From an optimization exercise on the open Yosys and OpenROAD flow, aimed at small area, a short achievable clock period and few clock cycles; shortcuts taken in it are not production practice. RTL that was checked went through simulation tests only; none was proved equivalent to the original. The clock input has no modelled driver; a real chip could not lean on it and would need a root buffer or a full tree. Power figures rest on the tool's default switching activity, not on a simulated workload.

// axi_data_width_converter_top
module axi_data_width_converter_top #(
	parameter		SLAVE_DATA_WIDTH	= 256,
	parameter		MASTER_DATA_WIDTH	= 32,
	parameter byte	TID_WIDTH			= 1, 
	parameter byte	TDEST_WIDTH			= 1,
	parameter byte	TUSER_WIDTH			= 1,
	parameter bit	TID_EN				= 0,
	parameter bit	TDEST_EN			= 0,
	parameter bit	TUSER_EN			= 0
)(
	input logic aclk,
	input logic areset_n,
	output	logic								s_axis_tready,
	input	logic								s_axis_tvalid,
	input	logic [SLAVE_DATA_WIDTH - 1:0]		s_axis_tdata,
	input	logic [SLAVE_DATA_WIDTH / 8 - 1:0]	s_axis_tkeep,
	input	logic								s_axis_tlast,
	input	logic [TID_WIDTH - 1:0]				s_axis_tid,
	input	logic [TDEST_WIDTH - 1:0]			s_axis_tdest,
	input	logic [TUSER_WIDTH - 1:0]			s_axis_tuser,
	input	logic								m_axis_tready,
	output	logic								m_axis_tvalid,
	output	logic [MASTER_DATA_WIDTH - 1:0]		m_axis_tdata,
	output	logic [MASTER_DATA_WIDTH / 8 - 1:0]	m_axis_tkeep,
	output	logic								m_axis_tlast,
	output	logic [TID_WIDTH - 1:0]				m_axis_tid,
	output	logic [TDEST_WIDTH - 1:0]			m_axis_tdest,
	output	logic [TUSER_WIDTH - 1:0]			m_axis_tuser
);
Size: roughly 1000 cells after synthesis, about 340 flip-flops, roughly 340 I/O pins, about 12000 sq um of cells after synthesis.
==> module axi_data_width_downsizer, before the edit <==
module axi_data_width_downsizer #(
	parameter			DATA_WIDTH_FROM	= 64,
	parameter			DATA_WIDTH_TO	= 8,
	parameter	byte	TID_WIDTH		= 1,
	parameter	byte	TDEST_WIDTH		= 1,
	parameter	byte	TUSER_WIDTH		= 1,
	parameter	bit		TID_EN			= 0,
	parameter	bit		TDEST_EN		= 0,
	parameter	bit		TUSER_EN		= 0
)(
	input logic aclk,
	input logic areset_n,
	output	logic								s_axis_tready,
	input	logic								s_axis_tvalid,
	input	logic [DATA_WIDTH_FROM - 1:0]		s_axis_tdata,
	input	logic [DATA_WIDTH_FROM / 8 - 1:0]	s_axis_tkeep,
	input	logic								s_axis_tlast,
	input	logic [TID_WIDTH - 1:0]				s_axis_tid,
	input	logic [TDEST_WIDTH - 1:0]			s_axis_tdest,
	input	logic [TUSER_WIDTH - 1:0]			s_axis_tuser,
	input	logic								m_axis_tready,
	output	logic								m_axis_tvalid,
	output	logic [DATA_WIDTH_TO - 1:0]			m_axis_tdata,
	output	logic [DATA_WIDTH_TO / 8 - 1:0]		m_axis_tkeep,
	output	logic								m_axis_tlast,
	output	logic [TID_WIDTH - 1:0]				m_axis_tid,
	output	logic [TDEST_WIDTH - 1:0]			m_axis_tdest,
	output	logic [TUSER_WIDTH - 1:0]			m_axis_tuser
);
localparam	COUNT	= DATA_WIDTH_FROM / DATA_WIDTH_TO;
localparam	KW		= DATA_WIDTH_TO / 8;
logic								b_valid;
logic [COUNT - 1:0]					b_sel;
logic [DATA_WIDTH_FROM - 1:0]		b_data;
logic [DATA_WIDTH_FROM / 8 - 1:0]	b_keep;
logic								b_last;
logic								s_ready_q;	 
logic								b_load;		 
logic								b_hold;		 
logic								o_empty;	 
logic								o_valid_q;	 
logic [DATA_WIDTH_TO - 1:0]			o_data;
logic [KW - 1:0]					o_keep;
logic								o_last;
logic								o_load;
logic [COUNT - 1:0]					chunk_end;	 
logic [COUNT - 1:0]					chunk_last;	 
logic								b_end;
logic								s_end;
logic [DATA_WIDTH_TO - 1:0]			n_data;
logic [KW - 1:0]					n_keep;
logic								n_last;
logic								b_valid_n;
logic								o_valid_n;
logic [COUNT - 1:0]					b_sel_n;
logic								g_in;
logic [COUNT - 1:0]					g_sel;
assign s_axis_tready = s_ready_q;
assign m_axis_tvalid = o_valid_q;
assign m_axis_tdata  = o_data;
assign m_axis_tkeep  = o_keep;
assign m_axis_tlast  = o_last;
assign m_axis_tid    = '0;
assign m_axis_tdest  = '0;
assign m_axis_tuser  = '0;
assign o_load = o_empty || m_axis_tready;
always_comb begin
	for (int j = 0; j < COUNT - 1; j++) begin
		chunk_end[j]  = (b_keep[(j + 1) * KW +: KW] == '0);
		chunk_last[j] = chunk_end[j];
	end
	chunk_end[COUNT - 1]  = 1'b1;
	chunk_last[COUNT - 1] = b_last;
end
assign b_end = |(b_sel & chunk_end);
assign s_end = (COUNT == 1) || (s_axis_tkeep[KW +: KW] == '0);
assign g_in  = o_load && b_load;
assign g_sel = o_load ? b_sel : '0;
always_comb begin
	n_data = {DATA_WIDTH_TO{g_in}} & s_axis_tdata[DATA_WIDTH_TO - 1:0];
	n_keep = {KW{g_in}} & s_axis_tkeep[KW - 1:0];
	n_last = (g_in & (COUNT == 1 ? s_axis_tlast : s_end)) | |(g_sel & chunk_last);
	for (int j = 0; j < COUNT; j++) begin
		n_data = n_data | ({DATA_WIDTH_TO{g_sel[j]}} & b_data[j * DATA_WIDTH_TO +: DATA_WIDTH_TO]);
		n_keep = n_keep | ({KW{g_sel[j]}} & b_keep[j * KW +: KW]);
	end
end
always_comb begin
	if (b_valid) begin
		o_valid_n = 1'b1;
		if (o_load) begin
			b_valid_n = !b_end;
			b_sel_n = b_end ? '0 : (b_sel << 1);
		end else begin
			b_valid_n = 1'b1;
			b_sel_n = b_sel;
		end
	end else begin
		o_valid_n = s_axis_tvalid;
		if (o_load) begin
			b_valid_n = s_axis_tvalid && !s_end;
			b_sel_n = (s_axis_tvalid && !s_end) ? COUNT'(2) : '0;
		end else begin
			b_valid_n = s_axis_tvalid;
			b_sel_n = s_axis_tvalid ? COUNT'(1) : '0;
		end
	end
end
always_ff @(posedge aclk) begin
	if (!areset_n) begin
		b_valid   <= 1'b0;
		s_ready_q <= 1'b1;
		b_load    <= 1'b1;
		b_hold    <= 1'b0;
		b_sel     <= '0;
		o_empty   <= 1'b1;
		o_valid_q <= 1'b0;
	end else begin
		b_valid   <= b_valid_n;
		s_ready_q <= !b_valid_n;
		b_load    <= !b_valid_n;
		b_hold    <= b_valid_n;
		b_sel     <= b_sel_n;
		if (o_load) begin
			o_empty   <= !o_valid_n;
			o_valid_q <= o_valid_n;
		end
	end
end
always_ff @(posedge aclk) begin
	b_data <= ({DATA_WIDTH_FROM{b_load}} & s_axis_tdata) | ({DATA_WIDTH_FROM{b_hold}} & b_data);
	b_keep <= ({DATA_WIDTH_FROM / 8{b_load}} & s_axis_tkeep) | ({DATA_WIDTH_FROM / 8{b_hold}} & b_keep);
	b_last <= (b_load & s_axis_tlast) | (b_hold & b_last);
end
always_ff @(posedge aclk) begin
	o_data <= n_data | ({DATA_WIDTH_TO{!o_load}} & o_data);
	o_keep <= n_keep | ({KW{!o_load}} & o_keep);
	o_last <= n_last | (!o_load & o_last);
end
endmodule
clock: 4.0 ns
lec_check: 0
cap_margin: 20
core_margin: 2
core_utilization: 60
cts_cluster_diameter: 150
cts_cluster_size: 25
setup_slack_margin: 2.4
slew_margin: 20
standard.sh (not shown) runs the stock make flow with config.mk's settings and CLKGATE_MAP_FILE= SYNTH_SCRIPT=/design/flow/synth_recipe.tcl, a recipe that flattens the netlist after the stock synthesis.
==> flow/flow/run.sh <==
#!/bin/bash
# Standard layout, with the port buffers made from the smallest plain buffer
# and the top of the clock tree rebuilt after CTS (flow/post_cts.tcl).
set -euo pipefail
export BUFFER_PORTS_ARGS="-buffer_cell sky130_fd_sc_hd__buf_1"
export POST_CTS_TCL="$PWD/flow/post_cts.tcl"
bash standard.sh > standard.log 2>&1
Other scripts of this flow, unchanged in this note and not shown: flow/flow/post_cts.tcl
The starting point went through all stages and came out clean.
Testbench counts at the start, summed over its fixed seeds: cycles 18,458.
Rerun with:
--- a/flow/design.v
+++ b/flow/design.v
@@ -55,4 +55,7 @@
 logic [COUNT - 1:0]					b_sel_n;
 logic								g_in;
+logic								g_0;
+logic [DATA_WIDTH_FROM - 1:0]		b_data_n;
+logic [DATA_WIDTH_FROM / 8 - 1:0]	b_keep_n;
 logic [COUNT - 1:0]					g_sel;
 assign s_axis_tready = s_ready_q;
@@ -77,9 +80,10 @@
 assign g_in  = o_load && b_load;
 assign g_sel = o_load ? b_sel : '0;
+assign g_0 = o_load && (b_load || b_sel[0]);
 always_comb begin
-	n_data = {DATA_WIDTH_TO{g_in}} & s_axis_tdata[DATA_WIDTH_TO - 1:0];
-	n_keep = {KW{g_in}} & s_axis_tkeep[KW - 1:0];
+	n_data = {DATA_WIDTH_TO{g_0}} & b_data_n[DATA_WIDTH_TO - 1:0];
+	n_keep = {KW{g_0}} & b_keep_n[KW - 1:0];
 	n_last = (g_in & (COUNT == 1 ? s_axis_tlast : s_end)) | |(g_sel & chunk_last);
-	for (int j = 0; j < COUNT; j++) begin
+	for (int j = 1; j < COUNT; j++) begin
 		n_data = n_data | ({DATA_WIDTH_TO{g_sel[j]}} & b_data[j * DATA_WIDTH_TO +: DATA_WIDTH_TO]);
 		n_keep = n_keep | ({KW{g_sel[j]}} & b_keep[j * KW +: KW]);
@@ -128,7 +132,9 @@
 	end
 end
+assign b_data_n = ({DATA_WIDTH_FROM{b_load}} & s_axis_tdata) | ({DATA_WIDTH_FROM{b_hold}} & b_data);
+assign b_keep_n = ({DATA_WIDTH_FROM / 8{b_load}} & s_axis_tkeep) | ({DATA_WIDTH_FROM / 8{b_hold}} & b_keep);
 always_ff @(posedge aclk) begin
-	b_data <= ({DATA_WIDTH_FROM{b_load}} & s_axis_tdata) | ({DATA_WIDTH_FROM{b_hold}} & b_data);
-	b_keep <= ({DATA_WIDTH_FROM / 8{b_load}} & s_axis_tkeep) | ({DATA_WIDTH_FROM / 8{b_hold}} & b_keep);
+	b_data <= b_data_n;
+	b_keep <= b_keep_n;
 	b_last <= (b_load & s_axis_tlast) | (b_hold & b_last);
 end
Synthesized area goes down by 0.42%. Wire length goes up by about 5%. Worst setup slack degrades by 0.025 ns. Register-to-register slack degrades by 0.02 ns. Power goes up by about 30%. Hold slack degrades by 0.0091 ns. Die area goes down by 0.42%. Sequential share of layout area goes down by 0.81 points.
No functional check of the RTL was part of the second run of this note.

========
Starting RTL as in the previous note.
export LEC_CHECK = 0
export CAP_MARGIN = 20
export CORE_MARGIN = 2
export CORE_UTILIZATION = 55
export CTS_CLUSTER_DIAMETER = 150
export CTS_CLUSTER_SIZE = 20
export SETUP_SLACK_MARGIN = 2.4
export SLEW_MARGIN = 20
create_clock -name core_clock -period 4.0 [get_ports {aclk}]
Scripts as last shown in full above: flow/flow/run.sh
Other scripts of this flow, unchanged in this note and not shown: flow/flow/post_cts.tcl
The first run completed without violations.
Testbench counts at the start, summed over its fixed seeds: cycles 18,458.
Then changed:
--- a/flow/design.v
+++ b/flow/design.v
@@ -30,32 +30,36 @@
 localparam	COUNT	= DATA_WIDTH_FROM / DATA_WIDTH_TO;
 localparam	KW		= DATA_WIDTH_TO / 8;
 logic								b_valid;
 logic [COUNT - 1:0]					b_sel;
+logic								b_end;		 
+logic								b_tlast;	 
 logic [DATA_WIDTH_FROM - 1:0]		b_data;
 logic [DATA_WIDTH_FROM / 8 - 1:0]	b_keep;
 logic								b_last;
 logic								s_ready_q;	 
-logic								b_load;		 
-logic								b_hold;		 
 logic								o_empty;	 
 logic								o_valid_q;	 
 logic [DATA_WIDTH_TO - 1:0]			o_data;
 logic [KW - 1:0]					o_keep;
 logic								o_last;
 logic								o_load;
 logic [COUNT - 1:0]					chunk_end;	 
 logic [COUNT - 1:0]					chunk_last;	 
-logic								b_end;
-logic								s_end;
+logic [COUNT - 1:0]					b_sel_up;	 
+logic								s_end;		 
+logic								s_end1;		 
+logic								s_last1;	 
 logic [DATA_WIDTH_TO - 1:0]			n_data;
 logic [KW - 1:0]					n_keep;
 logic								n_last;
+logic								g_in;
+logic [COUNT - 1:0]					g_sel;
 logic								b_valid_n;
 logic								o_valid_n;
 logic [COUNT - 1:0]					b_sel_n;
-logic								g_in;
-logic [COUNT - 1:0]					g_sel;
+logic								b_end_n;
+logic								b_tlast_n;
 assign s_axis_tready = s_ready_q;
 assign m_axis_tvalid = o_valid_q;
 assign m_axis_tdata  = o_data;
 assign m_axis_tkeep  = o_keep;
@@ -71,67 +75,77 @@
 	end
 	chunk_end[COUNT - 1]  = 1'b1;
 	chunk_last[COUNT - 1] = b_last;
 end
-assign b_end = |(b_sel & chunk_end);
-assign s_end = (COUNT == 1) || (s_axis_tkeep[KW +: KW] == '0);
-assign g_in  = o_load && b_load;
+assign b_sel_up = b_sel << 1;
+assign s_end   = (COUNT == 1) || (s_axis_tkeep[KW +: KW] == '0);
+assign s_end1  = (COUNT <= 2) || (s_axis_tkeep[2 * KW +: KW] == '0);
+assign s_last1 = (COUNT == 2) ? s_axis_tlast : s_end1;
+assign g_in  = o_load && s_ready_q;
 assign g_sel = o_load ? b_sel : '0;
 always_comb begin
 	n_data = {DATA_WIDTH_TO{g_in}} & s_axis_tdata[DATA_WIDTH_TO - 1:0];
 	n_keep = {KW{g_in}} & s_axis_tkeep[KW - 1:0];
-	n_last = (g_in & (COUNT == 1 ? s_axis_tlast : s_end)) | |(g_sel & chunk_last);
+	n_last = (g_in & (COUNT == 1 ? s_axis_tlast : s_end)) | (o_load & b_valid & b_tlast);
 	for (int j = 0; j < COUNT; j++) begin
 		n_data = n_data | ({DATA_WIDTH_TO{g_sel[j]}} & b_data[j * DATA_WIDTH_TO +: DATA_WIDTH_TO]);
 		n_keep = n_keep | ({KW{g_sel[j]}} & b_keep[j * KW +: KW]);
 	end
 end
 always_comb begin
+	b_end_n   = b_end;
+	b_tlast_n = b_tlast;
 	if (b_valid) begin
 		o_valid_n = 1'b1;
 		if (o_load) begin
 			b_valid_n = !b_end;
-			b_sel_n = b_end ? '0 : (b_sel << 1);
+			b_sel_n   = b_end ? '0 : b_sel_up;
+			b_end_n   = |(b_sel_up & chunk_end);
+			b_tlast_n = |(b_sel_up & chunk_last);
 		end else begin
 			b_valid_n = 1'b1;
-			b_sel_n = b_sel;
+			b_sel_n   = b_sel;
 		end
 	end else begin
 		o_valid_n = s_axis_tvalid;
 		if (o_load) begin
 			b_valid_n = s_axis_tvalid && !s_end;
-			b_sel_n = (s_axis_tvalid && !s_end) ? COUNT'(2) : '0;
+			b_sel_n   = (s_axis_tvalid && !s_end) ? COUNT'(2) : '0;
+			b_end_n   = s_end1;
+			b_tlast_n = s_last1;
 		end else begin
 			b_valid_n = s_axis_tvalid;
-			b_sel_n = s_axis_tvalid ? COUNT'(1) : '0;
+			b_sel_n   = s_axis_tvalid ? COUNT'(1) : '0;
+			b_end_n   = s_end;
+			b_tlast_n = (COUNT == 1) ? s_axis_tlast : s_end;
 		end
 	end
 end
 always_ff @(posedge aclk) begin
 	if (!areset_n) begin
 		b_valid   <= 1'b0;
 		s_ready_q <= 1'b1;
-		b_load    <= 1'b1;
-		b_hold    <= 1'b0;
 		b_sel     <= '0;
 		o_empty   <= 1'b1;
 		o_valid_q <= 1'b0;
 	end else begin
 		b_valid   <= b_valid_n;
 		s_ready_q <= !b_valid_n;
-		b_load    <= !b_valid_n;
-		b_hold    <= b_valid_n;
 		b_sel     <= b_sel_n;
 		if (o_load) begin
 			o_empty   <= !o_valid_n;
 			o_valid_q <= o_valid_n;
 		end
 	end
 end
 always_ff @(posedge aclk) begin
-	b_data <= ({DATA_WIDTH_FROM{b_load}} & s_axis_tdata) | ({DATA_WIDTH_FROM{b_hold}} & b_data);
-	b_keep <= ({DATA_WIDTH_FROM / 8{b_load}} & s_axis_tkeep) | ({DATA_WIDTH_FROM / 8{b_hold}} & b_keep);
-	b_last <= (b_load & s_axis_tlast) | (b_hold & b_last);
+	b_end   <= b_end_n;
+	b_tlast <= b_tlast_n;
+end
+always_ff @(posedge aclk) begin
+	b_data <= ({DATA_WIDTH_FROM{s_ready_q}} & s_axis_tdata) | ({DATA_WIDTH_FROM{b_valid}} & b_data);
+	b_keep <= ({DATA_WIDTH_FROM / 8{s_ready_q}} & s_axis_tkeep) | ({DATA_WIDTH_FROM / 8{b_valid}} & b_keep);
+	b_last <= (s_ready_q & s_axis_tlast) | (b_valid & b_last);
 end
 always_ff @(posedge aclk) begin
 	o_data <= n_data | ({DATA_WIDTH_TO{!o_load}} & o_data);
 	o_keep <= n_keep | ({KW{!o_load}} & o_keep);
The changed run produced a clean layout.
Setup slack loses 0.035 ns.
Area after synthesis rises by 1.2%.
Design area decreases by 0.73%.
Synthesized cell count went up by 1.9%.
Routed wire length is lower by 6.1%.
Sequential power grows by about 2%.
Die area came out higher by 1.2%.
Register-to-register slack stays flat.
Sequential cell count is higher by 2.
Critical path depth decreases by 1.
Function not checked in the second run of this note: the RTL went through the layout flow alone.

## re-timing with driven ports
In the flow no input, the clock included, has a driving cell. The finished layouts below were timed again as built, in two steps.
Step 1 assumes that a clkbuf_16 drives the clock port and a buf_2 every other input.
Step 2 moves the port delays by t, midway between the first and last clock arrival at a register: inputs arrive t later, outputs are due t later. That takes back most of the time a late clock gives input paths.
a / b / c = ideal ports / drivers / drivers and shift; a / b = the first two.
run	shift t [ns]	setup WS [ns]	worst hold slack (ns)	worst slew at a driven data input, ns
the first run of note 1	0.397	2.408 / 2.313 / 2.062	0.476 / 0.476 / 0.476	0.10
the second run of note 1	0.395	2.383 / 2.293 / 2.031	0.467 / 0.467 / 0.467	0.09
the first run of note 2	0.415	2.402 / 2.300 / 2.069	0.475 / 0.475 / 0.475	0.09
the second run of note 2	0.410	2.366 / 2.310 / 2.013	0.472 / 0.472 / 0.472	0.11
After both steps setup and hold are still met in every run listed. For the second run of note 2, which loses most, drivers alone change the setup slack by -0.056 ns; drivers and shift together by -0.353 ns.
